Source: an optimization exercise on an open RTL-to-GDS flow (aim: small area). Production flows keep margins and buffers that such runs may drop.
In this exercise RTL edits were held to simulation tests only and were not proved equivalent to the original.
In runs 2 and 3 the design's own scripts or RTL, not TritonCTS, make the clock network.
The clock port is modelled as an ideal driver, which makes a skipped or thinned clock tree look cheaper than it is; a real chip needs a root buffer or a tree.
Power and IR drop assume default switching activity.

==> design.v <==
module top(clk, reset, sensor_N, sensor_E, sensor_S, sensor_W, ped_N, ped_E, ped_S, ped_W, emergency_N, emergency_E, emergency_S, emergency_W, green_N, yellow_N, red_N, green_E, yellow_E, red_E, green_S
, yellow_S, red_S, green_W, yellow_W, red_W);
  input clk;
  wire clk;
  input reset;
  wire reset;
  input [1:0] sensor_N;
  wire [1:0] sensor_N;
  input [1:0] sensor_E;
  wire [1:0] sensor_E;
  input [1:0] sensor_S;
  wire [1:0] sensor_S;
  input [1:0] sensor_W;
  wire [1:0] sensor_W;
  input ped_N;
  wire ped_N;
  input ped_E;
  wire ped_E;
  input ped_S;
  wire ped_S;
  input ped_W;
  wire ped_W;
  input emergency_N;
  wire emergency_N;
  input emergency_E;
  wire emergency_E;
  input emergency_S;
  wire emergency_S;
  input emergency_W;
  wire emergency_W;
  output green_N;
  reg green_N;
  output yellow_N;
  reg yellow_N;
  output red_N;
  wire red_N;
  output green_E;
  reg green_E;
  output yellow_E;
  reg yellow_E;
  output red_E;
  wire red_E;
  output green_S;
  reg green_S;
  output yellow_S;
  reg yellow_S;
  output red_S;
  wire red_S;
  output green_W;
  reg green_W;
  output yellow_W;
  reg yellow_W;
  output red_W;
  wire red_W;
  reg [7:0] laneE_c ;
  reg [8:0] laneN_c ;
  reg [7:0] laneS_c ;
  reg [7:0] laneW_c ;
  wire n0;
  wire n1;
  wire n10;
  wire n100;
  wire n101;
  wire n102;
  wire n103;
  wire n104;
  wire n105;
  wire n106;
  wire n107;
  wire n108;
  wire n109;
  wire n11;
  wire n110;
  wire n111;
  wire n112;
  wire n113;
  wire n114;
  wire n115;
  wire n116;
  wire n117;
  wire n118;
  wire n119;
  wire n12;
  wire n120;
  wire n121;
  wire n122;
  wire n123;
  wire n124;
  wire n125;
  wire n126;
  wire n127;
  wire n128;
  wire n129;
  wire n13;
  wire n130;
  wire n131;
  wire n132;
  wire n133;
  wire n134;
  wire n135;
  wire n136;
  wire n137;
  wire n138;
  wire n139;
  wire n14;
  wire n140;
  wire n141;
  wire n142;
  wire n143;
  wire n144;
  wire n145;
  wire n146;
  wire n15;
  wire n16;
  wire n17;
  wire n18;
  wire n19;
  wire n2;
  wire n20;
  wire n21;
  wire n22;
  wire n23;
  wire n24;
  wire n25;
  wire n26;
  wire n27;
  wire n28;
  wire n29;
  wire n3;
  wire n30;
  wire n31;
  wire n32;
  wire n33;
  wire n34;
  wire n35;
  wire n36;
  wire n37;
  wire n38;
  wire n39;
  wire n4;
  wire n40;
  wire n41;
  wire n42;
  wire n43;
  wire n44;
  wire n45;
  wire n46;
  wire n47;
  wire n48;
  wire n49;
  wire n5;
  wire n50;
  wire n51;
  wire n52;
  wire n53;
  wire n54;
  wire n55;
  wire n56;
  wire n57;
  wire n58;
  wire n59;
  wire n6;
  wire n60;
  wire n61;
  wire n62;
  wire n63;
  wire n64;
  wire n65;
  wire n66;
  wire n67;
  wire n68;
  wire n69;
  wire n7;
  wire n70;
  wire n71;
  wire n72;
  wire n73;
  wire n74;
  wire n75;
  wire n76;
  wire n77;
  wire n78;
  wire n79;
  wire n8;
  wire n80;
  wire n81;
  wire n82;
  wire n83;
  wire n84;
  wire n85;
  wire n86;
  wire n87;
  wire n88;
  wire n89;
  wire n9;
  wire n90;
  wire n91;
  wire n92;
  wire n93;
  wire n94;
  wire n95;
  wire n96;
  wire n97;
  wire n98;
  wire n99;
  g_o21ai_0 u_000_ (
    .A1(sensor_W[1]),
    .A2(ped_W),
    .B1(n107),
    .Y(n106)
  );
  g_o22a_1 u_001_ (
    .A1(n21),
    .A2(sensor_S[0]),
    .B1(n108),
    .B2(n106),
    .X(n105)
  );
  g_a221o_1 u_002_ (
    .A1(emergency_S),
    .A2(n16),
    .B1(n108),
    .B2(n106),
    .C1(n105),
    .X(n104)
  );
  g_o21ai_0 u_003_ (
    .A1(emergency_S),
    .A2(n16),
    .B1(n104),
    .Y(n103)
  );
  g_inv_1 u_004_ (
    .A(n103),
    .Y(n102)
  );
  g_nand3_1 u_005_ (
    .A(sensor_W[1]),
    .B(ped_W),
    .C(n103),
    .Y(n101)
  );
  g_o21ai_0 u_006_ (
    .A1(n107),
    .A2(n103),
    .B1(n101),
    .Y(n100)
  );
  g_nor2_1 u_007_ (
    .A(emergency_N),
    .B(n15),
    .Y(n99)
  );
  g_nand2_1 u_008_ (
    .A(n143),
    .B(n128),
    .Y(n98)
  );
  g_nand2b_1 u_009_ (
    .A_N(sensor_N[0]),
    .B(sensor_E[0]),
    .Y(n97)
  );
  g_nor2_1 u_010_ (
    .A(sensor_N[1]),
    .B(ped_N),
    .Y(n96)
  );
  g_nand2_1 u_011_ (
    .A(sensor_E[1]),
    .B(ped_E),
    .Y(n95)
  );
  g_o21a_1 u_012_ (
    .A1(sensor_N[1]),
    .A2(ped_N),
    .B1(n95),
    .X(n94)
  );
  g_o21ai_0 u_013_ (
    .A1(n97),
    .A2(n94),
    .B1(n98),
    .Y(n93)
  );
  g_nand2_1 u_014_ (
    .A(n97),
    .B(n94),
    .Y(n92)
  );
  g_nand2_1 u_015_ (
    .A(emergency_N),
    .B(n15),
    .Y(n91)
  );
  g_a31oi_1 u_016_ (
    .A1(n93),
    .A2(n92),
    .A3(n91),
    .B1(n99),
    .Y(n90)
  );
  g_nor2_1 u_017_ (
    .A(n143),
    .B(n90),
    .Y(n89)
  );
  g_a211o_1 u_018_ (
    .A1(n96),
    .A2(n90),
    .B1(n89),
    .C1(n100),
    .X(n88)
  );
  g_nand3_1 u_019_ (
    .A(sensor_N[1]),
    .B(ped_N),
    .C(n90),
    .Y(n31)
  );
  g_o32a_1 u_020_ (
    .A1(sensor_W[1]),
    .A2(ped_W),
    .A3(n102),
    .B1(n95),
    .B2(n90),
    .X(n32)
  );
  g_or3_1 u_021_ (
    .A(sensor_S[1]),
    .B(ped_S),
    .C(n103),
    .X(n33)
  );
  g_or2_0 u_022_ (
    .A(sensor_S[0]),
    .B(n103),
    .X(n34)
  );
  g_mux2i_1 u_023_ (
    .A0(sensor_E[0]),
    .A1(sensor_N[0]),
    .S(n90),
    .Y(n35)
  );
  g_o211a_1 u_024_ (
    .A1(sensor_W[0]),
    .A2(n102),
    .B1(n34),
    .C1(n35),
    .X(n36)
  );
  g_or3_1 u_025_ (
    .A(emergency_N),
    .B(emergency_E),
    .C(n110),
    .X(n37)
  );
  g_a32oi_1 u_026_ (
    .A1(n31),
    .A2(n32),
    .A3(n33),
    .B1(n36),
    .B2(n88),
    .Y(n38)
  );
  g_o21bai_1 u_027_ (
    .A1(n88),
    .A2(n36),
    .B1_N(n38),
    .Y(n39)
  );
  g_o21ai_0 u_028_ (
    .A1(n109),
    .A2(n39),
    .B1(n37),
    .Y(n40)
  );
  g_o21a_1 u_029_ (
    .A1(n109),
    .A2(n39),
    .B1(n37),
    .X(n41)
  );
  g_a32o_1 u_030_ (
    .A1(red_W),
    .A2(n103),
    .A3(n40),
    .B1(n111),
    .B2(green_W),
    .X(n48)
  );
  g_nand3_1 u_031_ (
    .A(laneW_c [3]),
    .B(laneW_c [2]),
    .C(laneW_c [0]),
    .Y(n42)
  );
  g_nand2_1 u_032_ (
    .A(yellow_W),
    .B(n42),
    .Y(n43)
  );
  g_o21ai_0 u_033_ (
    .A1(n22),
    .A2(n111),
    .B1(n43),
    .Y(n47)
  );
  g_o21ai_0 u_034_ (
    .A1(yellow_W),
    .A2(green_W),
    .B1(laneW_c [6]),
    .Y(n44)
  );
  g_o21ai_0 u_035_ (
    .A1(n9),
    .A2(n115),
    .B1(n44),
    .Y(n45)
  );
  g_or3_1 u_036_ (
    .A(laneS_c [0]),
    .B(laneS_c [4]),
    .C(laneS_c [6]),
    .X(n46)
  );
  g_or3_1 u_037_ (
    .A(laneS_c [1]),
    .B(laneS_c [7]),
    .C(n46),
    .X(n49)
  );
  g_a32o_1 u_038_ (
    .A1(red_S),
    .A2(n102),
    .A3(n40),
    .B1(n49),
    .B2(green_S),
    .X(n3)
  );
  g_nand3_1 u_039_ (
    .A(laneS_c [0]),
    .B(laneS_c [3]),
    .C(laneS_c [2]),
    .Y(n52)
  );
  g_nand2_1 u_040_ (
    .A(yellow_S),
    .B(n52),
    .Y(n56)
  );
  g_o21ai_0 u_041_ (
    .A1(n19),
    .A2(n49),
    .B1(n56),
    .Y(n2)
  );
  g_o21ai_0 u_042_ (
    .A1(yellow_S),
    .A2(green_S),
    .B1(laneS_c [6]),
    .Y(n62)
  );
  g_o21ai_0 u_043_ (
    .A1(n136),
    .A2(n132),
    .B1(n62),
    .Y(n0)
  );
  g_or3_1 u_044_ (
    .A(laneE_c [4]),
    .B(laneE_c [0]),
    .C(laneE_c [6]),
    .X(n71)
  );
  g_or3_1 u_045_ (
    .A(laneE_c [1]),
    .B(laneE_c [7]),
    .C(n71),
    .X(n73)
  );
  g_nor2_1 u_046_ (
    .A(n6),
    .B(n90),
    .Y(n75)
  );
  g_a22o_1 u_047_ (
    .A1(green_E),
    .A2(n73),
    .B1(n75),
    .B2(n41),
    .X(n145)
  );
  g_nand3_1 u_048_ (
    .A(laneE_c [3]),
    .B(laneE_c [2]),
    .C(laneE_c [0]),
    .Y(n76)
  );
  g_nand2_1 u_049_ (
    .A(yellow_E),
    .B(n76),
    .Y(n77)
  );
  g_o21ai_0 u_050_ (
    .A1(n20),
    .A2(n73),
    .B1(n77),
    .Y(n140)
  );
  g_nand2_1 u_051_ (
    .A(laneE_c [6]),
    .B(n6),
    .Y(n78)
  );
  g_nand2_1 u_052_ (
    .A(n144),
    .B(n95),
    .Y(n79)
  );
  g_o21ai_0 u_053_ (
    .A1(n4),
    .A2(n79),
    .B1(n78),
    .Y(n138)
  );
  g_nor2_1 u_054_ (
    .A(laneW_c [0]),
    .B(red_W),
    .Y(n80)
  );
  g_nor2_1 u_055_ (
    .A(n8),
    .B(n80),
    .Y(n137)
  );
  g_nand4bb_1 u_056_ (
    .A_N(laneN_c [5]),
    .B_N(laneN_c [8]),
    .C(laneN_c [3]),
    .D(laneN_c [4]),
    .Y(n81)
  );
  g_or4_1 u_057_ (
    .A(laneN_c [2]),
    .B(laneN_c [0]),
    .C(laneN_c [1]),
    .D(n81),
    .X(n82)
  );
  g_a32o_1 u_058_ (
    .A1(red_N),
    .A2(n90),
    .A3(n41),
    .B1(n82),
    .B2(green_N),
    .X(n122)
  );
  g_nand3_1 u_059_ (
    .A(laneN_c [3]),
    .B(laneN_c [1]),
    .C(laneN_c [6]),
    .Y(n83)
  );
  g_nand2_1 u_060_ (
    .A(yellow_N),
    .B(n83),
    .Y(n84)
  );
  g_o21ai_0 u_061_ (
    .A1(n18),
    .A2(n82),
    .B1(n84),
    .Y(n121)
  );
  g_a21o_1 u_062_ (
    .A1(laneN_c [7]),
    .A2(n130),
    .B1(n126),
    .X(n120)
  );
  g_xor2_1 u_063_ (
    .A(laneS_c [2]),
    .B(laneS_c [7]),
    .X(n85)
  );
  g_o21ai_0 u_064_ (
    .A1(yellow_S),
    .A2(green_S),
    .B1(n85),
    .Y(n30)
  );
  g_and2_0 u_065_ (
    .A(laneN_c [6]),
    .B(n130),
    .X(n29)
  );
  g_xor2_1 u_066_ (
    .A(laneW_c [2]),
    .B(laneW_c [7]),
    .X(n86)
  );
  g_o21ai_0 u_067_ (
    .A1(yellow_W),
    .A2(green_W),
    .B1(n86),
    .Y(n28)
  );
  g_nand2b_1 u_068_ (
    .A_N(laneE_c [1]),
    .B(n6),
    .Y(n27)
  );
  g_nand2b_1 u_069_ (
    .A_N(laneN_c [1]),
    .B(n130),
    .Y(n26)
  );
  g_xor2_1 u_070_ (
    .A(laneE_c [2]),
    .B(laneE_c [7]),
    .X(n87)
  );
  g_nand2_1 u_071_ (
    .A(n6),
    .B(n87),
    .Y(n25)
  );
  g_or2_0 u_072_ (
    .A(laneS_c [1]),
    .B(red_S),
    .X(n24)
  );
  g_or2_0 u_073_ (
    .A(laneW_c [1]),
    .B(red_W),
    .X(n23)
  );
  g_inv_1 u_074_ (
    .A(green_W),
    .Y(n22)
  );
  g_inv_1 u_075_ (
    .A(sensor_W[0]),
    .Y(n21)
  );
  g_inv_1 u_076_ (
    .A(green_E),
    .Y(n20)
  );
  g_inv_1 u_077_ (
    .A(green_S),
    .Y(n19)
  );
  g_inv_1 u_078_ (
    .A(green_N),
    .Y(n18)
  );
  g_inv_1 u_079_ (
    .A(sensor_N[1]),
    .Y(n17)
  );
  g_inv_1 u_080_ (
    .A(emergency_W),
    .Y(n16)
  );
  g_inv_1 u_081_ (
    .A(emergency_E),
    .Y(n15)
  );
  g_nor2_1 u_082_ (
    .A(yellow_S),
    .B(green_S),
    .Y(red_S)
  );
  g_nor2_1 u_083_ (
    .A(laneS_c [0]),
    .B(red_S),
    .Y(n14)
  );
  g_o31a_1 u_084_ (
    .A1(sensor_S[1]),
    .A2(sensor_S[0]),
    .A3(ped_S),
    .B1(red_S),
    .X(n13)
  );
  g_nor2_1 u_085_ (
    .A(n14),
    .B(n13),
    .Y(n74)
  );
  g_nor2_1 u_086_ (
    .A(yellow_W),
    .B(green_W),
    .Y(red_W)
  );
  g_and2_0 u_087_ (
    .A(sensor_W[0]),
    .B(ped_W),
    .X(n12)
  );
  g_nand2_1 u_088_ (
    .A(sensor_W[1]),
    .B(ped_W),
    .Y(n11)
  );
  g_o21ai_0 u_089_ (
    .A1(sensor_W[0]),
    .A2(ped_W),
    .B1(sensor_W[1]),
    .Y(n10)
  );
  g_inv_1 u_090_ (
    .A(n10),
    .Y(n9)
  );
  g_o31a_1 u_091_ (
    .A1(sensor_W[1]),
    .A2(sensor_W[0]),
    .A3(ped_W),
    .B1(red_W),
    .X(n8)
  );
  g_o21ai_0 u_092_ (
    .A1(n12),
    .A2(n10),
    .B1(n8),
    .Y(n7)
  );
  g_o21a_1 u_093_ (
    .A1(laneW_c [3]),
    .A2(red_W),
    .B1(n7),
    .X(n72)
  );
  g_or2_0 u_094_ (
    .A(yellow_E),
    .B(green_E),
    .X(n6)
  );
  g_inv_1 u_095_ (
    .A(n6),
    .Y(red_E)
  );
  g_a21o_1 u_096_ (
    .A1(sensor_E[0]),
    .A2(ped_E),
    .B1(sensor_E[1]),
    .X(n5)
  );
  g_nand2_1 u_097_ (
    .A(red_E),
    .B(n5),
    .Y(n4)
  );
  g_o21a_1 u_098_ (
    .A1(laneE_c [5]),
    .A2(red_E),
    .B1(n4),
    .X(n70)
  );
  g_nand2_1 u_099_ (
    .A(laneE_c [4]),
    .B(n6),
    .Y(n1)
  );
  g_nand2_1 u_100_ (
    .A(n4),
    .B(n1),
    .Y(n69)
  );
  g_nand2_1 u_101_ (
    .A(laneE_c [3]),
    .B(n6),
    .Y(n146)
  );
  g_xnor2_1 u_102_ (
    .A(sensor_E[0]),
    .B(ped_E),
    .Y(n144)
  );
  g_or2_0 u_103_ (
    .A(sensor_E[1]),
    .B(ped_E),
    .X(n143)
  );
  g_or3_1 u_104_ (
    .A(sensor_E[0]),
    .B(n6),
    .C(n143),
    .X(n142)
  );
  g_o21a_1 u_105_ (
    .A1(n4),
    .A2(n144),
    .B1(n142),
    .X(n141)
  );
  g_nand2_1 u_106_ (
    .A(n146),
    .B(n141),
    .Y(n68)
  );
  g_o21a_1 u_107_ (
    .A1(laneE_c [2]),
    .A2(red_E),
    .B1(n141),
    .X(n67)
  );
  g_and2_0 u_108_ (
    .A(sensor_S[0]),
    .B(ped_S),
    .X(n139)
  );
  g_o21ai_0 u_109_ (
    .A1(sensor_S[1]),
    .A2(n139),
    .B1(red_S),
    .Y(n136)
  );
  g_o21a_1 u_110_ (
    .A1(laneS_c [5]),
    .A2(red_S),
    .B1(n136),
    .X(n66)
  );
  g_nand2_1 u_111_ (
    .A(laneE_c [0]),
    .B(n6),
    .Y(n135)
  );
  g_nand2_1 u_112_ (
    .A(n142),
    .B(n135),
    .Y(n65)
  );
  g_o21ai_0 u_113_ (
    .A1(yellow_S),
    .A2(green_S),
    .B1(laneS_c [4]),
    .Y(n134)
  );
  g_nand2_1 u_114_ (
    .A(n136),
    .B(n134),
    .Y(n64)
  );
  g_o21ai_0 u_115_ (
    .A1(sensor_S[0]),
    .A2(ped_S),
    .B1(sensor_S[1]),
    .Y(n133)
  );
  g_inv_1 u_116_ (
    .A(n133),
    .Y(n132)
  );
  g_o21ai_0 u_117_ (
    .A1(n139),
    .A2(n133),
    .B1(n13),
    .Y(n131)
  );
  g_o21a_1 u_118_ (
    .A1(laneS_c [3]),
    .A2(red_S),
    .B1(n131),
    .X(n63)
  );
  g_or2_0 u_119_ (
    .A(yellow_N),
    .B(green_N),
    .X(n130)
  );
  g_inv_1 u_120_ (
    .A(n130),
    .Y(red_N)
  );
  g_nand2_1 u_121_ (
    .A(n17),
    .B(red_N),
    .Y(n129)
  );
  g_nand2_1 u_122_ (
    .A(sensor_N[1]),
    .B(ped_N),
    .Y(n128)
  );
  g_xor2_1 u_123_ (
    .A(ped_N),
    .B(sensor_N[0]),
    .X(n127)
  );
  g_nor2_1 u_124_ (
    .A(n130),
    .B(n127),
    .Y(n126)
  );
  g_nand2_1 u_125_ (
    .A(n128),
    .B(n126),
    .Y(n125)
  );
  g_nand2_1 u_126_ (
    .A(n129),
    .B(n125),
    .Y(n124)
  );
  g_a21o_1 u_127_ (
    .A1(laneN_c [5]),
    .A2(n130),
    .B1(n124),
    .X(n61)
  );
  g_a21o_1 u_128_ (
    .A1(ped_N),
    .A2(sensor_N[0]),
    .B1(n129),
    .X(n123)
  );
  g_o21a_1 u_129_ (
    .A1(laneN_c [4]),
    .A2(red_N),
    .B1(n123),
    .X(n60)
  );
  g_nor2_1 u_130_ (
    .A(laneN_c [3]),
    .B(red_N),
    .Y(n119)
  );
  g_o21ai_0 u_131_ (
    .A1(n124),
    .A2(n119),
    .B1(n123),
    .Y(n59)
  );
  g_o32a_1 u_132_ (
    .A1(ped_N),
    .A2(sensor_N[0]),
    .A3(n129),
    .B1(red_N),
    .B2(laneN_c [2]),
    .X(n58)
  );
  g_o21ai_0 u_133_ (
    .A1(yellow_S),
    .A2(green_S),
    .B1(laneS_c [2]),
    .Y(n118)
  );
  g_nand2_1 u_134_ (
    .A(n131),
    .B(n118),
    .Y(n57)
  );
  g_nor2_1 u_135_ (
    .A(laneN_c [0]),
    .B(red_N),
    .Y(n117)
  );
  g_a31oi_1 u_136_ (
    .A1(n17),
    .A2(red_N),
    .A3(n127),
    .B1(n117),
    .Y(n55)
  );
  g_xnor2_1 u_137_ (
    .A(laneN_c [3]),
    .B(laneN_c [8]),
    .Y(n116)
  );
  g_o21ai_0 u_138_ (
    .A1(red_N),
    .A2(n116),
    .B1(n125),
    .Y(n54)
  );
  g_o21ai_0 u_139_ (
    .A1(sensor_W[1]),
    .A2(n12),
    .B1(red_W),
    .Y(n115)
  );
  g_o21a_1 u_140_ (
    .A1(laneW_c [5]),
    .A2(red_W),
    .B1(n115),
    .X(n53)
  );
  g_o21ai_0 u_141_ (
    .A1(yellow_W),
    .A2(green_W),
    .B1(laneW_c [2]),
    .Y(n114)
  );
  g_nand2_1 u_142_ (
    .A(n7),
    .B(n114),
    .Y(n51)
  );
  g_o21ai_0 u_143_ (
    .A1(yellow_W),
    .A2(green_W),
    .B1(laneW_c [4]),
    .Y(n113)
  );
  g_nand2_1 u_144_ (
    .A(n115),
    .B(n113),
    .Y(n50)
  );
  g_or3_1 u_145_ (
    .A(laneW_c [4]),
    .B(laneW_c [1]),
    .C(laneW_c [6]),
    .X(n112)
  );
  g_or3_1 u_146_ (
    .A(laneW_c [0]),
    .B(laneW_c [7]),
    .C(n112),
    .X(n111)
  );
  g_nor2_1 u_147_ (
    .A(emergency_S),
    .B(emergency_W),
    .Y(n110)
  );
  g_o21a_1 u_148_ (
    .A1(emergency_N),
    .A2(emergency_E),
    .B1(n110),
    .X(n109)
  );
  g_o21a_1 u_149_ (
    .A1(sensor_S[1]),
    .A2(ped_S),
    .B1(n11),
    .X(n108)
  );
  g_nand2_1 u_150_ (
    .A(sensor_S[1]),
    .B(ped_S),
    .Y(n107)
  );
  always @(posedge clk)
    laneW_c [1] <= n137;
  always @(posedge clk)
    laneW_c [3] <= n51;
  always @(posedge clk)
    laneW_c [4] <= n72;
  always @(posedge clk)
    laneW_c [5] <= n50;
  always @(posedge clk)
    laneW_c [6] <= n53;
  always @(posedge clk)
    laneW_c [7] <= n45;
  always @(posedge clk)
    laneW_c [0] <= n28;
  always @(posedge clk)
    laneW_c [2] <= n23;
  always @(posedge clk)
    laneS_c [1] <= n74;
  always @(posedge clk)
    laneS_c [3] <= n57;
  always @(posedge clk)
    laneS_c [4] <= n63;
  always @(posedge clk)
    laneS_c [5] <= n64;
  always @(posedge clk)
    laneS_c [6] <= n66;
  always @(posedge clk)
    laneS_c [7] <= n0;
  always @(posedge clk)
    laneS_c [0] <= n30;
  always @(posedge clk)
    laneS_c [2] <= n24;
  always @(posedge clk)
    laneE_c [1] <= n65;
  always @(posedge clk)
    laneE_c [3] <= n67;
  always @(posedge clk)
    laneE_c [4] <= n68;
  always @(posedge clk)
    laneE_c [5] <= n69;
  always @(posedge clk)
    laneE_c [6] <= n70;
  always @(posedge clk)
    laneE_c [7] <= n138;
  always @(posedge clk)
    laneE_c [0] <= n25;
  always @(posedge clk)
    laneE_c [2] <= n27;
  always @(posedge clk)
    laneN_c [0] <= n54;
  always @(posedge clk)
    laneN_c [1] <= n55;
  always @(posedge clk)
    laneN_c [3] <= n58;
  always @(posedge clk)
    laneN_c [4] <= n59;
  always @(posedge clk)
    laneN_c [5] <= n60;
  always @(posedge clk)
    laneN_c [6] <= n61;
  always @(posedge clk)
    laneN_c [8] <= n120;
  always @(posedge clk)
    laneN_c [2] <= n26;
  always @(posedge clk)
    laneN_c [7] <= n29;
  always @(posedge clk, posedge reset)
    if (reset) green_N <= 1'h0;
    else green_N <= n122;
  always @(posedge clk, posedge reset)
    if (reset) yellow_N <= 1'h0;
    else yellow_N <= n121;
  always @(posedge clk, posedge reset)
    if (reset) green_E <= 1'h0;
    else green_E <= n145;
  always @(posedge clk, posedge reset)
    if (reset) yellow_E <= 1'h0;
    else yellow_E <= n140;
  always @(posedge clk, posedge reset)
    if (reset) green_S <= 1'h0;
    else green_S <= n3;
  always @(posedge clk, posedge reset)
    if (reset) yellow_S <= 1'h0;
    else yellow_S <= n2;
  always @(posedge clk, posedge reset)
    if (reset) green_W <= 1'h0;
    else green_W <= n48;
  always @(posedge clk, posedge reset)
    if (reset) yellow_W <= 1'h0;
    else yellow_W <= n47;
endmodule
module g_a211o_1 (input wire A1, input wire A2, input wire B1, input wire C1, output wire X);
    assign X = ( (A1) & (A2) ) | ( (B1) ) | ( (C1) );
endmodule
module g_a21o_1 (input wire A1, input wire A2, input wire B1, output wire X);
    assign X = ( (A1) & (A2) ) | ( (B1) );
endmodule
module g_a221o_1 (input wire A1, input wire A2, input wire B1, input wire B2, input wire C1, output wire X);
    assign X = ( (B1) & (B2) ) | ( (A1) & (A2) ) | ( (C1) );
endmodule
module g_a22o_1 (input wire A1, input wire A2, input wire B1, input wire B2, output wire X);
    assign X = ( (B1) & (B2) ) | ( (A1) & (A2) );
endmodule
module g_a31oi_1 (input wire A1, input wire A2, input wire A3, input wire B1, output wire Y);
    assign Y = ( ~ (A1) & ~ (B1) ) | ( ~ (A2) & ~ (B1) ) | ( ~ (A3) & ~ (B1) );
endmodule
module g_a32o_1 (input wire A1, input wire A2, input wire A3, input wire B1, input wire B2, output wire X);
    assign X = ( (A1) & (A2) & (A3) ) | ( (B1) & (B2) );
endmodule
module g_a32oi_1 (input wire A1, input wire A2, input wire A3, input wire B1, input wire B2, output wire Y);
    assign Y = ( ~ (A1) & ~ (B1) ) | ( ~ (A1) & ~ (B2) ) | ( ~ (A2) & ~ (B1) ) | ( ~ (A3) & ~ (B1) ) | ( ~ (A2) & ~ (B2) ) | ( ~ (A3) & ~ (B2) );
endmodule
module g_and2_0 (input wire A, input wire B, output wire X);
    assign X = ( (A) & (B) );
endmodule
module g_inv_1 (input wire A, output wire Y);
    assign Y = ( ~ (A) );
endmodule
module g_mux2i_1 (input wire A0, input wire A1, input wire S, output wire Y);
    assign Y = ( ~ (A0) & ~ (S) ) | ( ~ (A1) & (S) );
endmodule
module g_nand2_1 (input wire A, input wire B, output wire Y);
    assign Y = ( ~ (A) ) | ( ~ (B) );
endmodule
module g_nand2b_1 (input wire A_N, input wire B, output wire Y);
    assign Y = ( (A_N) ) | ( ~ (B) );
endmodule
module g_nand3_1 (input wire A, input wire B, input wire C, output wire Y);
    assign Y = ( ~ (A) ) | ( ~ (B) ) | ( ~ (C) );
endmodule
module g_nand4bb_1 (input wire A_N, input wire B_N, input wire C, input wire D, output wire Y);
    assign Y = ( (A_N) ) | ( (B_N) ) | ( ~ (C) ) | ( ~ (D) );
endmodule
module g_nor2_1 (input wire A, input wire B, output wire Y);
    assign Y = ( ~ (A) & ~ (B) );
endmodule
module g_o211a_1 (input wire A1, input wire A2, input wire B1, input wire C1, output wire X);
    assign X = ( (A1) & (B1) & (C1) ) | ( (A2) & (B1) & (C1) );
endmodule
module g_o21a_1 (input wire A1, input wire A2, input wire B1, output wire X);
    assign X = ( (A1) & (B1) ) | ( (A2) & (B1) );
endmodule
module g_o21ai_0 (input wire A1, input wire A2, input wire B1, output wire Y);
    assign Y = ( ~ (A1) & ~ (A2) ) | ( ~ (B1) );
endmodule
module g_o21bai_1 (input wire A1, input wire A2, input wire B1_N, output wire Y);
    assign Y = ( ~ (A1) & ~ (A2) ) | ( (B1_N) );
endmodule
module g_o22a_1 (input wire A1, input wire A2, input wire B1, input wire B2, output wire X);
    assign X = ( (A1) & (B1) ) | ( (A2) & (B1) ) | ( (A1) & (B2) ) | ( (A2) & (B2) );
endmodule
module g_o31a_1 (input wire A1, input wire A2, input wire A3, input wire B1, output wire X);
    assign X = ( (A1) & (B1) ) | ( (A2) & (B1) ) | ( (A3) & (B1) );
endmodule
module g_o32a_1 (input wire A1, input wire A2, input wire A3, input wire B1, input wire B2, output wire X);
    assign X = ( (A1) & (B1) ) | ( (A1) & (B2) ) | ( (A2) & (B1) ) | ( (A3) & (B1) ) | ( (A2) & (B2) ) | ( (A3) & (B2) );
endmodule
module g_or2_0 (input wire A, input wire B, output wire X);
    assign X = ( (A) ) | ( (B) );
endmodule
module g_or3_1 (input wire A, input wire B, input wire C, output wire X);
    assign X = ( (A) ) | ( (B) ) | ( (C) );
endmodule
module g_or4_1 (input wire A, input wire B, input wire C, input wire D, output wire X);
    assign X = ( (A) ) | ( (B) ) | ( (C) ) | ( (D) );
endmodule
module g_xnor2_1 (input wire A, input wire B, output wire Y);
    assign Y = ( ~ (A) & ~ (B) ) | ( (A) & (B) );
endmodule
module g_xor2_1 (input wire A, input wire B, output wire X);
    assign X = ( (A) & ~ (B) ) | ( ~ (A) & (B) );
endmodule
==> flow/run.sh <==
#!/bin/bash
# Standard ORFS layout, with two changes: the port buffers are the smallest
# buffer (buf_1), and CTS adds no dummy loads.
set -euo pipefail
bash standard.sh \
  BUFFER_PORTS_ARGS="-buffer_cell sky130_fd_sc_hd__buf_1" \
  CTS_ARGS="-sink_clustering_enable -repair_clock_nets -dont_use_dummy_load" \
  finish > standard.log 2>&1
==> standard.sh <==
#!/bin/bash
# synth_recipe.tcl (not shown) runs the flow's synth.tcl, then flattens the netlist and writes it again
# the make line also repeats each setting of config.mk as NAME=value (left out here)
make -C /OpenROAD-flow-scripts/flow DESIGN_CONFIG=/design/flow/config.mk WORK_HOME=/design/flow/orfs CLKGATE_MAP_FILE= SYNTH_SCRIPT=/design/flow/synth_recipe.tcl "${@:-finish}"
==> config.mk <==
export PLATFORM = sky130hd
export DESIGN_NAME = top
export DESIGN_NICKNAME = top
export VERILOG_FILES = /design/flow/design.v
export SDC_FILE = /design/flow/constraint.sdc
export NUM_CORES = 4
export LEC_CHECK = 0
export CAP_MARGIN = 20
export CORE_MARGIN = 2
export CORE_UTILIZATION = 40
export SLEW_MARGIN = 20
export SYNTH_HIERARCHICAL = 1
export SYNTH_MINIMUM_KEEP_SIZE = 0
==> constraint.sdc <==
create_clock -name core_clock -period 6.0 [get_ports {clk}]
set_input_delay 1.2000 -clock core_clock [delete_from_list [all_inputs] [get_ports {clk}]]
set_output_delay 1.2000 -clock core_clock [all_outputs]
set_load 0.01 [all_outputs]
==> results of run 1 <==
[Yosys stat by module, one instance, submodules excluded, a selection]
module / flip-flops and latches / times used / area (um2)
g_a32oi_1: 0 / 1 / 8.76
g_mux2i_1: 0 / 1 / 10.0
g_nand3_1: 0 / 6 / 5.00
g_o32a_1: 0 / 2 / 10.0
g_a211o_1: 0 / 1 / 8.76
g_a221o_1: 0 / 1 / 10.0
g_and2_0: 0 / 3 / 6.26
g_o211a_1: 0 / 1 / 10.0
g_or4_1: 0 / 1 / 7.51
g_o21bai_1: 0 / 1 / 7.51
g_nor2_1: 0 / 14 / 3.75
g_o22a_1: 0 / 1 / 8.76
g_a21o_1: 0 / 4 / 7.51
g_inv_1: 0 / 13 / 3.75
[critical path, stage by stage]
cell and delay [ns]:
buf_1 0.22, nand2_1 0.09, o21a_1 0.12, o22a_1 0.20, a221o_1 0.26, o21ai_1 0.19, inv_1 0.12, o32a_1 0.30
a32oi_1 0.17, o21bai_1 0.14, o21ai_1 0.12, a32o_1 0.27
[layout make-up]
type                            instances  area share, %
Clock buffer                            5           3.52
Inverter                               14           2.69
Multi-Input combinational cell        138           41.0
Sequential cell                        41           44.0
Tap cell                               50           3.20
Timing Repair Buffer                   29           5.56
[power breakdown]
group          switching [mW]  total [mW]  internal (mW)  leakage, nW
combinational           0.172       0.327          0.154        0.449
clock                  0.0811       0.156         0.0749       0.0359
sequential             0.0921       0.508          0.416        0.374
total                   0.345       0.991          0.645        0.860
[metrics by stage]
step	hold slack, ns	setup slack, ns	total power [mW]	area, um2
after floorplan	0.401	2.86	0.743	1720
after global placement	0.411	2.49	0.843	1890
after detailed placement	0.414	2.45	0.844	1890
after CTS	0.432	2.76	1.01	1960
after global routing	0.452	2.59	1.08	1960
final	0.430	2.76	0.991	1960
[registers in the layout, indices dropped and copies added, names as in the netlist]
register	count
green_E	1
green_N	1
green_S	1
green_W	1
laneE_c	8
laneN_c	9
laneS_c	8
laneW_c	8
yellow_E	1
yellow_N	1
yellow_S	1
yellow_W	1
[synthesized netlist by cell type (all sizes together), types with 2 or more instances]
| library cell | number | area share, % |
|---|---|---|
| o31a | 2 | 1.0 |
| xor2 | 4 | 2.0 |
| nor2 | 14 | 3.1 |
| o21ai | 28 | 8.2 |
| nand3 | 6 | 1.7 |
| a21o | 4 | 1.7 |
| and2 | 3 | 1.1 |
| dfxtp | 33 | 38 |
| xnor2 | 2 | 1.0 |
| nand2 | 28 | 6.1 |
| a31oi | 2 | 0.73 |
| o32a | 2 | 1.2 |
| inv | 14 | 3.1 |
| dfrtp | 8 | 12 |
| or3 | 9 | 3.3 |
| nand2b | 3 | 1.1 |
| o21a | 12 | 5.2 |
| a32o | 3 | 1.7 |
| or2 | 6 | 2.2 |
[worst min-delay path by stage]
stage	start	end	cells after the start
CTS	laneW_c[1]	laneW_c[2]	1
finish	laneW_c[1]	laneW_c[2]	1
floorplan	laneW_c[1]	laneW_c[2]	1
global placement	laneW_c[1]	laneW_c[2]	1
global route	laneW_c[1]	laneW_c[2]	1
detailed placement	laneW_c[1]	laneW_c[2]	1
[logic make-up (layout without fill, tap and decap cells)]
kind of cell	Yosys count	in the layout	share of synthesized area, %
AND/OR/NAND/NOR	71	71	19.7
AO/OA/AOI/OAI	60	60	23.5
flip-flops	41	41	50.1
buffers and inverters	14	48	3.06
XOR/XNOR	6	6	3.06
multiplexers	1	1	0.583
[metal layers]
metal / wire, um / GRT usage, % / vias up / part of all wire, %
li1: - / - / 743 / -
met1: 1700 / 20.7 / 644 / 50
met2: 1460 / 22.3 / 38 / 43
met3: 213 / 5.09 / 4 / 6.3
met4: 32 / 5.88 / 0 / 0.94
met5: 0 / 0 / - / 0
==> flow_summary.json, run 1 <==
{
  "status": "complete, no violations",
  "placedCellCount": 272,
  "drt_iter0_markers": 125,
  "final_cell_mix": "33 x dfxtp_1, 29 x buf_1, 28 x o21ai_1, 28 x nand2_1",
  "critPathMaxFanout": 7,
  "wl_per_cell_um": 12.3,
  "numClockSinks": 41,
  "reg2reg_slack_ns": 4.46,
  "grt_start_max_net_pins": 12,
  "area_delta_synth_final_pct": 14.0,
  "endpoint": "green_S",
  "syn_avg_cell_area_um2": 8.89,
  "final_common_cell": "dfxtp_1",
  "gp_congestion": 0.801,
  "cts_resized": 0,
  "slew_violations": 0,
  "multi_input_area_um2": 803,
  "clk_path_buf_depth": 2,
  "synth_seq_cells": 41,
  "clockRootBuffer": "clkbuf_8",
  "ir_worst_vdd_v": 0.000198,
  "grt_util_all_layers_pct": 15.3,
  "nFillCells": 408,
  "die-area_mm2": 0.00483,
  "layout_min_cycle_time_ns": 3.24,
  "r2r_start": "green_E",
  "drtAntennaViolNets": 0,
  "cellLeakagePower_nw": 0.860,
  "cts_tree": "done",
  "drive_gt1_share_pct": 2.20,
  "final-setup-viol-count": 0,
  "crit_type": "input port to register",
  "tightest_slew_ns": 0.667,
  "crit_path_end_kind": "register",
  "cp-startpoint": "sensor_W[1]",
  "die_height_um": 69.5,
  "holdBufCountCts": 0,
  "syn_area_mm2": 0.00172,
  "cts-htree-levels": 2,
  "seq_area_um2": 861,
  "routed_wl_um": 3410,
  "r2r-end": "laneE_c[3]",
  "timing.critical_path.from_type": "input port",
  "ioPinCount": 30,
  "fin_cells": 277,
  "post-route-util_pct": 48.2,
  "ys_types": 29,
  "diodes": 0,
  "rows": 23,
  "ys_warn_count": 7,
  "firstDrtPassIters": 4,
  "async_flop_share_pct": 19.5,
  "drc_errors": 0,
  "start_util_pct": 42.3,
  "viasPerCell": 5.16,
  "antenna_found_initial": 0,
  "numCtsBuffers": 5,
  "clock_latency_ns": 0.28,
  "num_vias": 1429,
  "tns_ns": 0,
  "fin_nets": 247,
  "synthFlopType": "dfxtp_1",
  "synthCells": 193,
  "synth_fp_nets": 211,
  "dp_hpwl_um": 2610,
  "drv_cap": 0,
  "io_buffers": 29,
  "fmax_mhz": 309,
  "hold_viol_final": 0,
  "synth_edf_count": 0,
  "core_area_mm2": 0.00406,
  "grt_pass1_vias": 1334,
  "die_w_um": 69.5,
  "grt_setup_unrepaired": "no",
  "max_slew_margin_pct": 55.3,
  "p_per_area_mw_per_mm2": 506,
  "fin_crit_sh_pct": 54.0,
  "synth-seq-area-share_pct": 50.1,
  "finClkSkew_ns": 0.0142,
  "grt_pass1_wl_um": 5870,
  "hold_path.class": "register to register",
  "grt-ovfl-total": 0,
  "cts.clk_slew.worst_paths_ns": 0.07,
  "crit_required_ns": 6.18,
  "r2r_cells": 4,
  "arrival_ns": 3.42,
  "cts_setup_buffers": 0
}
==> run 2, diff against run 1 <==
==> flow/run.sh (replaced) <==
#!/bin/bash
# Standard ORFS layout, with two changes: the port buffers are the smallest
# buffer (buf_1), and after CTS the clock tree is replaced by 4 clkbuf_4 cells,
# each driving a group of nearby flip-flops (flow/cts_post.tcl).
set -euo pipefail
bash standard.sh \
  BUFFER_PORTS_ARGS="-buffer_cell sky130_fd_sc_hd__buf_1" \
  CTS_ARGS="-sink_clustering_enable -repair_clock_nets -dont_use_dummy_load" \
  POST_CTS_TCL="$PWD/flow/cts_post.tcl" CLK_BUF_CELL=clkbuf_4 CLK_BUF_N=4 \
  finish > standard.log 2>&1
==> flow/cts_post.tcl (new file) <==
# After CTS: replace the clock tree by CLK_BUF_N buffers of type CLK_BUF_CELL,
# each driven by the clock port and driving one group of flip-flops (groups
# made by splitting the flip-flops in halves, alternately by x and by y), each
# buffer placed at the centre of its group.
set cell $::env(CLK_BUF_CELL)
set nbuf $::env(CLK_BUF_N)
set block [ord::get_db_block]
set db [ord::get_db]
set clk_net [$block findNet clk]
set sinks {}
set old_insts {}
set old_nets {}
set todo [list $clk_net]
while { [llength $todo] > 0 } {
  set n [lindex $todo 0]
  set todo [lrange $todo 1 end]
  foreach it [$n getITerms] {
    if { ![$it isInputSignal] } { continue }
    set inst [$it getInst]
    set m [[$inst getMaster] getName]
    if { [regexp {__(clkbuf|clkinv|bufinv|clkdlybuf|buf)_} $m] } {
      lappend old_insts $inst
      foreach ot [$inst getITerms] {
        if { [$ot isOutputSignal] && [$ot getNet] ne "NULL" } {
          lappend old_nets [$ot getNet]
          lappend todo [$ot getNet]
        }
      }
    } else {
      if { ![string match "sky130_fd_sc_hd__df*" $m] } {
        error "cts_post: unexpected clock sink [$inst getName] ($m)"
      }
      lappend sinks $it
    }
  }
}
puts "cts_post: [llength $sinks] clock sinks, [llength $old_insts] tree cells removed"
proc centre { it } {
  set bb [[$it getInst] getBBox]
  return [list [expr {([$bb xMin] + [$bb xMax]) / 2}] [expr {([$bb yMin] + [$bb yMax]) / 2}]]
}
proc split_groups { items n axis } {
  if { $n <= 1 } { return [list $items] }
  set keyed {}
  foreach it $items { lappend keyed [list [lindex [centre $it] $axis] $it] }
  set sorted {}
  foreach k [lsort -integer -index 0 $keyed] { lappend sorted [lindex $k 1] }
  set h [expr {[llength $sorted] / 2}]
  set na [expr {$n / 2}]
  return [concat [split_groups [lrange $sorted 0 [expr {$h - 1}]] $na [expr {1 - $axis}]] \
                 [split_groups [lrange $sorted $h end] [expr {$n - $na}] [expr {1 - $axis}]]]
}
set die [$block getDieArea]
set axis [expr {([$die dx] >= [$die dy]) ? 0 : 1}]
set groups [split_groups $sinks $nbuf $axis]
foreach it $sinks { $it disconnect }
foreach inst $old_insts { odb::dbInst_destroy $inst }
foreach n $old_nets { odb::dbNet_destroy $n }
set master [$db findMaster sky130_fd_sc_hd__$cell]
set i 0
foreach g $groups {
  set sx 0; set sy 0
  foreach it $g { lassign [centre $it] x y; set sx [expr {$sx + $x}]; set sy [expr {$sy + $y}] }
  set buf [odb::dbInst_create $block $master clkbuf_leaf_$i]
  set leaf [odb::dbNet_create $block clknet_leaf_$i]
  $leaf setSigType CLOCK
  [$buf findITerm A] connect $clk_net
  [$buf findITerm X] connect $leaf
  foreach it $g { $it connect $leaf }
  $buf setLocation [expr {$sx / [llength $g]}] [expr {$sy / [llength $g]}]
  $buf setPlacementStatus PLACED
  puts "cts_post: clkbuf_leaf_$i drives [llength $g] flip-flops"
  incr i
}
detailed_placement
check_placement -verbose
estimate_parasitics -placement
report_checks -path_delay min_max -format end
report_check_types -max_slew -max_capacitance
--- a/config.mk
+++ b/config.mk
@@ -8,5 +8,5 @@
 export CAP_MARGIN = 20
 export CORE_MARGIN = 2
-export CORE_UTILIZATION = 40
+export CORE_UTILIZATION = 70
 export SLEW_MARGIN = 20
 export SYNTH_HIERARCHICAL = 1
==> run 2 against run 1 <==
  * Still clean on timing, DRC and antenna
  * Sequential power hardly changed
  * Hold slack better by 0.012 ns
  * Cell area is 3.4% lower
  * Clock skew is 0.012 ns lower
  * Fmax is 7.2% lower
  * Clock power is 37% lower
  * Setup slack worse by 0.25 ns
  * Die area is 41% lower
  * Register-to-register slack hardly changed
  * Flip-flop and latch count stayed put
  * Critical path type unchanged
  * Critical endpoint is now green_W
==> flow_summary.json, run 2 <==
{
  "tightest_slew_ns": 0.617,
  "hold_viol_final": 0,
  "dpl_cell_area_mm2": 0.00186,
  "post-route-util_pct": 83.1,
  "syn_area_mm2": 0.00172,
  "r2r_start": "green_N",
  "status": "complete, no violations",
  "largest_reg_flops": 9,
  "firstDrtPassIters": 4,
  "crit_path_end_kind": "register",
  "grt_pass1_vias": 1357,
  "crit_top_cell": "o21ai_1",
  "drc_errors": 0,
  "hold_start": "laneE_c[1]",
  "start_util_pct": 75.4,
  "tns_ns": 0,
  "final-setup-viol-count": 0,
  "arrival_ns": 3.55,
  "yosys.area_share.adder_pct": 0,
  "hold_depth": 1,
  "crit_type": "input port to register",
  "synth_top_family_by_area": "compound AO/OA/AOI/OAI gates",
  "timing.critical_path.from_type": "input port",
  "grt_setup_unrepaired": "no",
  "grt-ovfl-total": 0,
  "synthTopCellsByArea": "dfxtp_1 38%, dfrtp_1 12%, o21ai_1 8.2%, nand2_1 6.1%, o21a_1 5.2%",
  "die-area_mm2": 0.00286,
  "synth-compound-area-share_pct": 23.5,
  "regMostFlops": "laneN_c",
  "routed_wl_um": 3510,
  "finClkSkew_ns": 0.00203,
  "grt_start_max_net_pins": 12,
  "crit_required_ns": 6.06,
  "synthCells": 193,
  "ioPinCount": 30,
  "drtAntennaViolNets": 0,
  "layout_min_cycle_time_ns": 3.49,
  "r2r-end": "laneN_c[5]",
  "cellLeakagePower_nw": 0.842,
  "die_height_um": 53.5,
  "placedCellCount": 250,
  "reg2reg_slack_ns": 4.45,
  "synth_seq_cells": 41,
  "path_cells": "buf_1 > nand2_1 > o21a_1 > o22a_1 > a221o_1 > o21ai_1 > inv_1 > o32a_1 > a32oi_1 > o21bai_1 > o21ai_1 > a32o_1",
  "r2r_cells": 5,
  "fin_cells": 254,
  "hold_path.class": "register to register",
  "drt_iter0_markers": 38,
  "synth-seq-area-share_pct": 50.1,
  "syn_avg_cell_area_um2": 8.89,
  "fin_nets": 246,
  "area_delta_synth_final_pct": 10.1,
  "clock_latency_ns": 0.17,
  "cts.clk_slew.worst_paths_ns": 0.10,
  "cpPeakStageDelay_ns": 0.30,
  "ys_types": 29,
  "ys_warn_count": 7,
  "dp_hpwl_um": 2690,
  "grt_util_all_layers_pct": 27.2,
  "core_area_mm2": 0.00228,
  "cp_top_family": "compound AO/OA/AOI/OAI gates",
  "wl_per_cell_um": 13.8,
  "antenna_found_initial": 0,
  "whs_endpoint": "laneE_c[2]",
  "io_buffers": 29,
  "critPathMaxFanout": 7,
  "synth_top_cell_area_share_pct": 38.5,
  "final_area_mm2": 0.00189,
  "hold_ws_ns": 0.442,
  "cp_slowest_cell": "o32a_1",
  "slew_violations": 0,
  "p_per_area_mw_per_mm2": 498,
  "drive_gt1_share_pct": 1.77,
  "grt_pass1_wl_um": 5620,
  "cp_num_buf_inv": 2,
  "synthSimpleGateAreaFrac_pct": 19.7,
  "fin_crit_sh_pct": 58.1,
  "gp_congestion": 0.894,
  "synth_xor_area_share_pct": 3.06,
  "synth_mux_area_share_pct": 0.583,
  "synth_edf_count": 0,
  "ir_worst_vdd_v": 0.000417,
  "diodes": 0,
  "rows": 17,
  "drv_cap": 0,
  "synthFlopType": "dfxtp_1",
  "viasPerCell": 5.83,
  "final_common_cell": "dfxtp_1",
  "die_w_um": 53.5,
  "synth_fp_nets": 211,
  "synth.most_common_cell": "dfxtp_1",
  "yosysTopAreaCell": "dfxtp_1",
  "max_slew_margin_pct": 58.7,
  "synth_common_cells": "33 x dfxtp_1, 28 x nand2_1, 28 x o21ai_1, 14 x inv_1, 14 x nor2_1",
  "fmax_mhz": 287,
  "final_cell_mix": "33 x dfxtp_1, 29 x buf_1, 28 x o21ai_1, 28 x nand2_1",
  "async_flop_share_pct": 19.5,
  "num_vias": 1482,
  "numClockSinks": 41
}
[run 2: cell types whose count changed in the layout (fill, tap and decap cells not counted)]
cell      delta
clkbuf_8     -5
clkbuf_4     +4
[run 2: Yosys stat by module, one instance, submodules excluded, excerpt]
module       cells  flip-flops and latches  copies in the design  cell area, um2
g_o22a_1         1                       0                     1            8.76
g_nand4bb_1      1                       0                     1            11.3
g_nor2_1         1                       0                    14            3.75
top             42                      41                     1             865
g_o211a_1        1                       0                     1            10.0
g_a21o_1         1                       0                     4            7.51
g_a22o_1         1                       0                     1            8.76
g_a32oi_1        1                       0                     1            8.76
g_xnor2_1        1                       0                     2            8.76
g_a221o_1        1                       0                     1            10.0
g_or4_1          1                       0                     1            7.51
[run 2: report_power, final]
group,switching [mW],internal [mW]
registers,0.0936,0.415
clock network,0.0660,0.0320
logic,0.180,0.155
[run 2: cell families after synthesis]
group           after synthesis
mux                           1
buf+inv                      14
xor+xnor                      6
simple gates                 71
compound gates               60
flops                        41
[run 2: through the flow]
step / setup WS [ns] / power (mW)
global route: 2.38 / 1.01
floorplan: 2.86 / 0.743
detailed placement: 2.36 / 0.846
finish: 2.51 / 0.941
global placement: 2.56 / 0.823
[run 2: worst max path at each step]
stage          endpoint  cells past startpoint        start
3_5_place_dp    green_S                     12  sensor_W[1]
3_3_place_gp    green_W                     12  sensor_W[1]
2_1_floorplan   green_S                     10  sensor_S[1]
5_1_grt         green_W                     12        ped_W
6_report        green_W                     12  sensor_W[1]
[run 2: per-layer routing]
metal  global-route usage, %  wire, um  up-vias  part of all wire, %
met5                       0         0        -                    0
met2                    49.0      1750       55                   50
li1                        -         -      746                    -
met1                    31.6      1530      676                   44
met3                    5.08       197        5                  5.6
met4                    10.3        32        0                 0.91
[run 2: final cells by class]
cell class                 instances  area [um2]
sequential                        41         861
multi-input combinational        138         803
fill                             157         385
timing repair buffer              29         109
inverter                          14        52.6
tap                               28        35.0
buffer                             4        30.0
[run 2: worst register-to-register path: stages (launching register included)]
cell and delay [ns]:
dfrtp_1 0.42, or2_1 0.32, inv_1 0.26, nand2_1 0.14, a21o_1 0.19, o21a_1 0.11
==> run 3, diff against run 2 <==
==> flow/run.sh (replaced) <==
#!/bin/bash
# Standard ORFS layout, with two changes: the port buffers are the smallest
# buffer (buf_1), and after CTS the clock tree is replaced by 2 clkbuf_8 cells,
# each driving a group of nearby flip-flops (flow/cts_post.tcl).
set -euo pipefail
bash standard.sh \
  BUFFER_PORTS_ARGS="-buffer_cell sky130_fd_sc_hd__buf_1" \
  CTS_ARGS="-sink_clustering_enable -repair_clock_nets -dont_use_dummy_load" \
  POST_CTS_TCL="$PWD/flow/cts_post.tcl" CLK_BUF_CELL=clkbuf_8 CLK_BUF_N=2 \
  finish > standard.log 2>&1
==> run 3 against run 2 <==
  * Still clean
  * Sequential power hardly changed
  * Core utilization is 0.11 points lower
  * Synthesized cell count stayed put
  * Critical path type unchanged
  * Critical endpoint is now green_S
==> flow_summary.json, run 3 <==
{
  "final_common_cell": "dfxtp_1",
  "grt_pass1_wl_um": 5500,
  "antenna_found_initial": 0,
  "diodes": 0,
  "dp_hpwl_um": 2690,
  "grt_util_all_layers_pct": 26.0,
  "nFillCells": 157,
  "largest_reg_flops": 9,
  "final-setup-viol-count": 0,
  "reg2reg_slack_ns": 4.46,
  "crit_path_end_kind": "register",
  "die_height_um": 53.5,
  "arrival_ns": 3.58,
  "io_buffers": 29,
  "syn_avg_cell_area_um2": 8.89,
  "finClkSkew_ns": 0.00435,
  "fin_cells": 252,
  "drive_gt1_share_pct": 0.893,
  "hold_path.class": "register to register",
  "p_per_area_mw_per_mm2": 498,
  "ys_types": 29,
  "regMostFlops": "laneN_c",
  "syn_area_mm2": 0.00172,
  "routed_wl_um": 3480,
  "status": "complete, no violations",
  "power_mw": 0.940,
  "ys_warn_count": 7,
  "core_area_mm2": 0.00228,
  "final_cell_mix": "33 x dfxtp_1, 29 x buf_1, 28 x o21ai_1, 28 x nand2_1",
  "tns_ns": 0,
  "synth-seq-area-share_pct": 50.1,
  "crit_type": "input port to register",
  "synthTopCellsByArea": "dfxtp_1 38%, dfrtp_1 12%, o21ai_1 8.2%, nand2_1 6.1%, o21a_1 5.2%",
  "slew_violations": 0,
  "synth_fp_nets": 211,
  "fmax_mhz": 285,
  "crit_required_ns": 6.07,
  "ioPinCount": 30,
  "yosysTopAreaCell": "dfxtp_1",
  "hold_viol_final": 0,
  "placedCellCount": 250,
  "synth_common_cells": "33 x dfxtp_1, 28 x nand2_1, 28 x o21ai_1, 14 x inv_1, 14 x nor2_1",
  "grt_pass1_vias": 1349,
  "layout_min_cycle_time_ns": 3.51,
  "cellLeakagePower_nw": 0.838,
  "die-area_mm2": 0.00286,
  "timing.critical_path.from_type": "input port",
  "area_delta_synth_final_pct": 9.99,
  "drv_cap": 0,
  "seq_area_um2": 861,
  "gp_congestion": 0.894,
  "synth.most_common_cell": "dfxtp_1",
  "fin_nets": 244,
  "rows": 17,
  "grt_start_max_net_pins": 22,
  "drc_errors": 0,
  "synth_edf_count": 0,
  "grt-ovfl-total": 0,
  "drt_iter0_markers": 35,
  "ir_worst_vdd_v": 0.000363,
  "numClockSinks": 41,
  "num_vias": 1454,
  "synthCells": 193,
  "hold_start": "laneW_c[1]",
  "critPathMaxFanout": 7,
  "multi_input_area_um2": 803,
  "synthFlopType": "dfxtp_1",
  "viasPerCell": 5.77,
  "synth_seq_cells": 41,
  "grt_setup_unrepaired": "no",
  "max_slew_margin_pct": 57.3,
  "fin_crit_sh_pct": 58.5,
  "die_w_um": 53.5,
  "cts.clk_slew.worst_paths_ns": 0.12,
  "clock_latency_ns": 0.17,
  "post-route-util_pct": 83.0,
  "start_util_pct": 75.4,
  "cp-startpoint": "sensor_W[1]",
  "synth_top_cell_area_share_pct": 38.5,
  "r2r_start": "green_E",
  "tightest_slew_ns": 0.637,
  "drtAntennaViolNets": 0,
  "wl_per_cell_um": 13.8,
  "async_flop_share_pct": 19.5,
  "firstDrtPassIters": 4
}
[run 3: cell counts after synthesis]
No cell type changed its count.
[run 3: worst paths after layout]
path	endpoint	cells past startpoint
setup / recovery	green_S	12
hold / removal	laneW_c[2]	1
setup reg to reg	laneE_c[3]	4
hold reg to reg	laneW_c[2]	1
max in group asynchronous	green_N	2
min in group asynchronous	yellow_W	2
[run 3: cell families (layout without fill, tap and decap cells)]
group	after synthesis	count (layout)	synth area share, %
AND/OR/NAND/NOR	71	71	19.7
AO/OA/AOI/OAI	60	60	23.5
flip-flops	41	41	50.1
buffers and inverters	14	45	3.06
XOR/XNOR	6	6	3.06
multiplexers	1	1	0.583
[run 3: worst max-delay path, cell delays in order]
cell	delay, ns
buf_1	0.24
nand2_1	0.09
o21a_1	0.12
o22a_1	0.21
a221o_1	0.27
o21ai_1	0.22
inv_1	0.14
o32a_1	0.30
a32oi_1	0.18
o21bai_1	0.15
o21ai_1	0.15
a32o_1	0.29
[run 3: final cells by class]
| type | instances | area share (%) |
|---|---|---|
| inverter | 14 | 2.78 |
| buffer | 2 | 1.46 |
| sequential | 41 | 45.6 |
| multi-input combinational | 138 | 42.5 |
| timing repair buffer | 29 | 5.77 |
| tap | 28 | 1.86 |
[run 3: report_power, final]
group / internal [mW] / total, mW / switching, mW / leakage [nW]
combinational: 0.155 / 0.336 / 0.181 / 0.449
sequential: 0.415 / 0.508 / 0.0925 / 0.374
clock: 0.0313 / 0.0961 / 0.0648 / 0.0144
[run 3: per-module statistics from Yosys (local to each module, per instance), excerpt]
module,area [um2],flops+latches
g_o211a_1,10.0,0
g_nand3_1,5.00,0
g_xor2_1,8.76,0
g_o21ai_0,5.00,0
g_a221o_1,10.0,0
g_nand2b_1,6.26,0
g_nor2_1,3.75,0
g_a32oi_1,8.76,0
g_o21a_1,7.51,0
[run 3: stage by stage]
step | setup slack, ns | hold slack (ns) | cell area (um2)
global route | 2.40 | 0.471 | 1890
finish | 2.49 | 0.443 | 1890
floorplan | 2.86 | 0.401 | 1720
detailed placement | 2.36 | 0.414 | 1860
global placement | 2.56 | 0.403 | 1860
[run 3: routing by layer]
layer / vias to the layer above / GRT usage (%) / share of wire [%]
met5: - / 0 / 0
met4: 0 / 3.85 / 0
met3: 0 / 4.24 / 4.9
met2: 38 / 49.4 / 50
met1: 675 / 30.8 / 45
li1: 741 / - / -

[what the ideal ports hide]
Ports are ideal in the flow. The routed layouts listed here were re-timed in OpenROAD.
Step 1, drivers: a clkbuf_16 drives clk and a buf_2 each remaining input, both assumed.
Step 2 also shifts input and output timing later by t, the mid clock arrival at the registers, as if the neighbouring blocks saw the same clock.
a / b / c = ideal ports / drivers / drivers and shift; a / b = the first two.
run | shift t [ns] | setup WS [ns] | worst setup path at the end | latest minus earliest clock arrival (ns) | worst data-port slew with drivers (ns)
run 1 | 0.304 | 2.762 / 2.764 / 2.460 | input to register | 0.016 / 0.016 | 0.04
run 2 | 0.202 | 2.511 / 2.530 / 2.328 | input to register | 0.008 / 0.009 | 0.03
run 3 | 0.199 | 2.488 / 2.499 / 2.300 | input to register | 0.006 / 0.006 | 0.03
After both steps every run listed still meets setup and hold. The setup slack of run 1, which loses most, moves by +0.002 ns with the drivers and by -0.302 ns with both steps.
